Background: an optimization exercise with open tools, aiming at small area. Do not read the settings as production practice. In this exercise RTL edits were held to simulation tests only and were not proved equivalent to the original. Power figures rest on the tool's default switching activity, not on a simulated workload.

==> flow/design.v (outline; a module is shown in full before it is edited, if it fits) <==
// module Font_rom: 366 lines
// module SincronizadorVGA: 44 lines
// module ImpresionDatos: 796 lines
// module Interfaz: 158 lines
module Interfaz(
    input wire clk,reset,
    input wire instrucciones,ProgramarCrono,ring,
    input wire inicioSecuencia,
    input wire [7:0] datoRTC,
    input wire [7:0] cursor,
    input wire Escribir,
    output wire  [11:0] rgbO,
    output wire hsync,vsync,
    output wire video_on,
    input wire [7:0] datos0,datos1,datos2,datos3,datos4,datos5,datos6,datos7,datos8,
    datos9,datos10,
    output wire [9:0] pixelx, pixely,
    output wire [17:0] rom_addrGraficos,
    input wire [11:0] datoGraficos
    );
  // ...
==> flow/flow/run.sh <==
#!/bin/bash
# Own layout flow: the standard ORFS flow with three changes that only affect cell area:
#  - synthesis maps the logic with an area-oriented ABC script (flow/abc_area.script) and
#    without the adder extraction pass (ADDER_MAP_FILE empty); registers are untouched;
#  - ports are buffered with sky130_fd_sc_hd__buf_1 instead of the resizer's default choice.
# Each make run writes its full output to its own log file here.
set -euo pipefail
W=$PWD
mkdir -p "$W/scripts_area"
cp -r "$FLOW_HOME/scripts/." "$W/scripts_area/"
cp "$W/flow/abc_area.script" "$W/scripts_area/abc_area.script"
bash standard.sh SCRIPTS_DIR="$W/scripts_area" ABC_AREA=1 ADDER_MAP_FILE= \
  BUFFER_PORTS_ARGS="-buffer_cell sky130_fd_sc_hd__buf_1" synth > "$W/flow_synth.log" 2>&1
bash standard.sh SCRIPTS_DIR="$W/scripts_area" ABC_AREA=1 ADDER_MAP_FILE= \
  BUFFER_PORTS_ARGS="-buffer_cell sky130_fd_sc_hd__buf_1" finish > "$W/flow_finish.log" 2>&1
==> flow/flow/abc_area.script <==
strash
ifraig
scorr
dc2
strash
&get -n
&dch -f
&nf -R 1000
&put
==> flow/standard.sh <==
#!/bin/bash
# synth_recipe.tcl (not shown) runs the flow's synth.tcl, then flattens the netlist and writes it again
# the make line also repeats each setting of config.mk as NAME=value (left out here)
make -C /OpenROAD-flow-scripts/flow DESIGN_CONFIG=/design/flow/config.mk WORK_HOME=/design/flow/orfs CLKGATE_MAP_FILE= SYNTH_SCRIPT=/design/flow/synth_recipe.tcl "${@:-finish}"
==> flow/config.mk <==
export PLATFORM = sky130hd
export DESIGN_NAME = Interfaz
export DESIGN_NICKNAME = Interfaz
export VERILOG_FILES = /design/flow/design.v
export SDC_FILE = /design/flow/constraint.sdc
export NUM_CORES = 4
export LEC_CHECK = 0
export ABC_AREA = 1
export CAP_MARGIN = 20
export CORE_MARGIN = 2
export CORE_UTILIZATION = 60
export SLEW_MARGIN = 20
export SYNTH_MEMORY_MAX_BITS = 32768
==> flow/constraint.sdc <==
create_clock -name core_clock -period 10.0 [get_ports {clk}]
set_input_delay 2.0000 -clock core_clock [delete_from_list [all_inputs] [get_ports {clk}]]
set_output_delay 2.0000 -clock core_clock [all_outputs]
set_load 0.01 [all_outputs]
==> reports/summary.txt, run 1 <==
Status = no timing/DRC/antenna violations
Die Height = 142 um
Min cycle time layout = 8.03 ns
DP Area = 12500 um^2
Buffering overhead = 0.0607
Post-synthesis simple-gate area fraction = 0.337
Internal power = 1.01 mW
CTS tree = built
Post-Synth Adder-Cell Area = 0.00262
Proportion of cell area occupied by registers = 0.310
Cell row count = 50
Hold WS = 0.496 ns
Post-synth top cells = 233 x nand2_1, 210 x nor2_1, 131 x o21ai_0
Post-DRT Antenna Nets = 0
Combinational power share = 0.018
Met2 Track Usage GR = 0.696
Dpl hpwl = 32.9 mm
Crit path launch = SincronizadorVGA_unit.vcount_reg[7]
Main combinational cell family by area after synthesis = simple AND/OR/NAND/NOR gates
Most common cell after layout, fill and taps aside = nand2_1
Worst Tran Pin Value = 1.09 ns
Worst Setup Start Kind = register
WHS Path Cells = 1
Post-synth cell types = 65
Max-cap violation count = 0
Hold Crit Class = register to register
Initial DRT Pass Iterations = 13
Slew Viols, Final = 0
Most frequent cells in the layout = 233 x nand2_1, 210 x nor2_1, 164 x buf_1
Crit. End Element = register
M1 wire length = 16.2 mm
Multiplexer share of the synthesized area = 0
Met3 Use GR = 0.130
P_seq = 0.654 mW
==> run 2, diff against run 1 <==
==> flow/run.sh (new file) <==
#!/bin/bash
# synth_recipe.tcl (not shown) runs the flow's synth.tcl, then flattens the netlist and writes it again
# the make line also repeats each setting of config.mk as NAME=value (left out here)
make -C /OpenROAD-flow-scripts/flow DESIGN_CONFIG=/design/flow/config.mk WORK_HOME=/design/flow/orfs CLKGATE_MAP_FILE= SYNTH_SCRIPT=/design/flow/synth_recipe.tcl finish
removed: flow/flow/run.sh
removed: flow/flow/abc_area.script
removed: flow/standard.sh
==> run 2 against run 1 <==
  * Still clean
  * Area after synthesis grew 23%
  * Combinational power up 120%
  * Clock power up 3.2%
  * Register-to-register slack improved by 2.3 ns
  * Via count is 17% higher
  * Largest cell class unchanged
==> reports/summary.txt, run 2 <==
Status = no timing/DRC/antenna violations
Final setup violation count = 0
Syn. warnings = 4
Final net count = 2510
DP Area = 15900 um^2 (+27%)
P_leak = 7.84 nW
Clock Latency Late Sink = 0.45 ns
Peak Freq = 141 MHz
DR vias = 17300
Total wire length = 54.5 mm
Post-route clock skew = 0.0204 ns
Count leader, synth = nand2_1
CP cell instances = nor2_1, inv_1, or2_2, ha_1, fa_1, fa_1, inv_1, fa_1, fa_1, fa_1, inv_1, fa_1, fa_1, inv_1, fa_1, xnor2_1, xnor2_1, clkdlybuf4s50_1
Die width = 157 um
Part of the cycle the worst path needs = 0.711
CTS max path bufs = 2
Slew Viols, Final = 0 (unchanged)
Busiest metal layer after global routing = met2
Ant diodes = 0
Most common cell after layout, fill and taps aside = nand2_1
CP max stage delay = 0.55 ns
Cell row count = 56 (+12%)
Met2 Track Usage GR = 0.658 (-0.0384)
Hold-fix buffer count after cts = 0
Crit. End Element = primary output
Number of top-level pins = 176
Post-synth top cells = 573 x nand2_1, 343 x nor2_1, 274 x inv_1
Yosys top cell area share = 0.206
Post-synth EDFFs = 97
Vias in the first global route = 16000
Synthesized instance count = 2195
Post-Syn Area = 14100 um^2
Setup CP Type = register to primary output
Die area = 24800 um^2
Power per cell area = 84.0 nW/um^2
Routability cong. = 1.13
Starting Density = 0.607
Post-CTS sizing = 0
Worst EP arrival = 5.11 ns
Crit path required time = 8.00 ns
Final Hold Viols = 0
Fillers = 1921
Dpl hpwl = 40.8 mm (+24%)
Most used DFF post-synth = edfxtp_1
CTS tree = built
Drt via density = 6.49
Post-DRT Antenna Nets = 0 (unchanged)
Min cycle time layout = 7.11 ns (-0.921 ns)
Worst Setup Start Kind = register
Most frequent cells in the layout = 573 x nand2_1, 343 x nor2_1, 274 x inv_1
Total congestion overflow = 0
Post-synth ARST share = 0.174
Worst Tran Pin Value = 0.962 ns (-0.127 ns)
Die Height = 157 um (+11%)
RSZ-0062 raised after global routing = no
Num CTS Buffers = 17
Seq/Total Area, Yosys = 0.289
Worst VDD drop = 0.0897 mV
Core area = 23300 um^2
IO Port Bufs = 164
Hold Crit Class = register to register
Routed WL per cell = 20.4 um
DRC Markers = 0
Top post-synthesis cells by area = edfxtp_1 21%, nand2_1 15%, nor2_1 9.1%
Grt met1 use = 0.562
Worst rel slew slack = 0.352
First-pass GRT wire length = 83.9 mm
Overall Global Routing Usage = 0.433
Layout cells sized above 1 = 0.0614
Post-synth cell types = 71 (+9.2%)
Crit-path slowest cell = edfxtp_1
Initial DRT Pass Iterations = 17 (+4)
Leading area contributor after synthesis = edfxtp_1
Cell mode on critical path = fa_1
Max-cap violation count = 0 (unchanged)
Post-CTS Setup Bufs = 0
CTS sink cnt = 149
Largest net degree at the start of global routing = 90
Sequential Area = 4090 um^2
Final Instance Area = 16600 um^2
Met3 Use GR = 0.120 (-0.00956)
FF+latch count, synth = 149
Initial antenna violation count = 0
Fin Setup TNS = 0 ns
Multi-input logic area = 8640 um^2
Clock-pin slew on the worst setup and hold paths = 0.07 ns
Root buffer cell = clkbuf_16
Syn Area/Cell = 6.43 um^2
Number of DRC markers in iteration 0 = 3155
Htree depth = 4
Critical path fanouts, max = 11
Synth-to-Final Area Change = 17.5%
[run 2: stage by stage]
stage                     cells   util  power (mW)  hold slack (ns)  setup WS [ns]
after floorplan            2196      -       0.673            0.429           4.10
after global placement     2631  0.685       0.719            0.454           3.48
after detailed placement   2631  0.685       0.720            0.479           3.36
after CTS                  2663  0.712        1.39            0.490           2.89
after global routing       2664  0.713        1.42            0.514           2.64
final                      2664  0.713        1.39            0.491           2.89
[run 2: critical path: cells and delay by family (launching register included)]
family / cells / cell delay [ns]
fa+ha+maj: 9 / 2.42
buf+inv: 5 / 0.94
flops: 1 / 0.55
simple gates: 2 / 0.48
xor+xnor: 2 / 0.29
[run 2: final cells by class]
class / instances / share of cell area
flip-flops and latches: 149 / 0.246
clock inverters: 15 / 0.0115
multi-input cells: 1693 / 0.521
well taps: 319 / 0.0241
clock buffers: 17 / 0.0257
inverters: 300 / 0.0680
repair buffers: 171 / 0.103
[run 2: power breakdown]
part | leakage (nW) | internal [mW] | total, mW | switching, mW
clock network | 0.301 | 0.344 | 0.686 | 0.342
logic | 6.11 | 0.0394 | 0.0533 | 0.0139
registers | 1.43 | 0.654 | 0.654 | 0
total | 7.84 | 1.04 | 1.39 | 0.356
[run 2: kinds of logic (layout without fill, tap and decap cells)]
group,count (synthesis),after routing,share of synthesized area
AND/OR/NAND/NOR,1247,1247,0.386
flip-flops,149,149,0.289
adder cells (fa/ha/maj),55,55,0.0546
XOR/XNOR,11,11,0.00682
AO/OA/AOI/OAI,378,378,0.164
buffers and inverters,354,503,0.0992
other,1,2,0.000266
[run 2: path summary, 6_finish.rpt]
path	start	end	slack, ns	cells past startpoint
max in group asynchronous	reset	SincronizadorVGA_unit.vcount_reg[7]	7.73	3
min reg2reg	SincronizadorVGA_unit.mod4_reg[0]	SincronizadorVGA_unit.mod4_reg[0]	0.49	1
max reg2reg	SincronizadorVGA_unit.vcount_reg[1]	register	4.30	29
min	SincronizadorVGA_unit.mod4_reg[0]	SincronizadorVGA_unit.mod4_reg[0]	0.49	1
min in group asynchronous	reset	SincronizadorVGA_unit.hcount_reg[2]	1.95	3
max	code[5]	rom_addrGraficos[9]	2.89	18
[run 2: layer usage]
metal | vias up | part of all wire | wire length [um]
met5 | - | 0 | 0
met4 | 0 | 0.065 | 3530
met3 | 386 | 0.15 | 8270
met2 | 1624 | 0.42 | 22900
met1 | 7679 | 0.36 | 19800
li1 | 7589 | - | -

## what the ideal ports hide
The flow's constraints put no driver on any port. The routed layouts listed below were extracted and timed again, unchanged, in two steps.
Step 1: set_driving_cell puts a clkbuf_16 on clk and a buf_2 on each other input, an assumption about the parent block.
Step 2 also shifts input and output timing later by t, the mid clock arrival at the registers, as if the neighbouring blocks saw the same clock.
a / b / c = ideal / step 1 / step 2; a / b = the first two.
| run | t (ns) | slack for setup (ns) | hold WS [ns] | worst setup path at the end | cell pins on the clock port's net |
|---|---|---|---|---|---|
| run 1 | 0.482 | 1.968 / 1.968 / 1.968 | 0.496 / 0.496 / 0.496 | register to register | 1 |
| run 2 | 0.491 | 2.889 / 2.838 / 3.329 | 0.491 / 0.491 / 0.491 | register to output | 1 |
After both steps setup and hold are still met in every run listed.
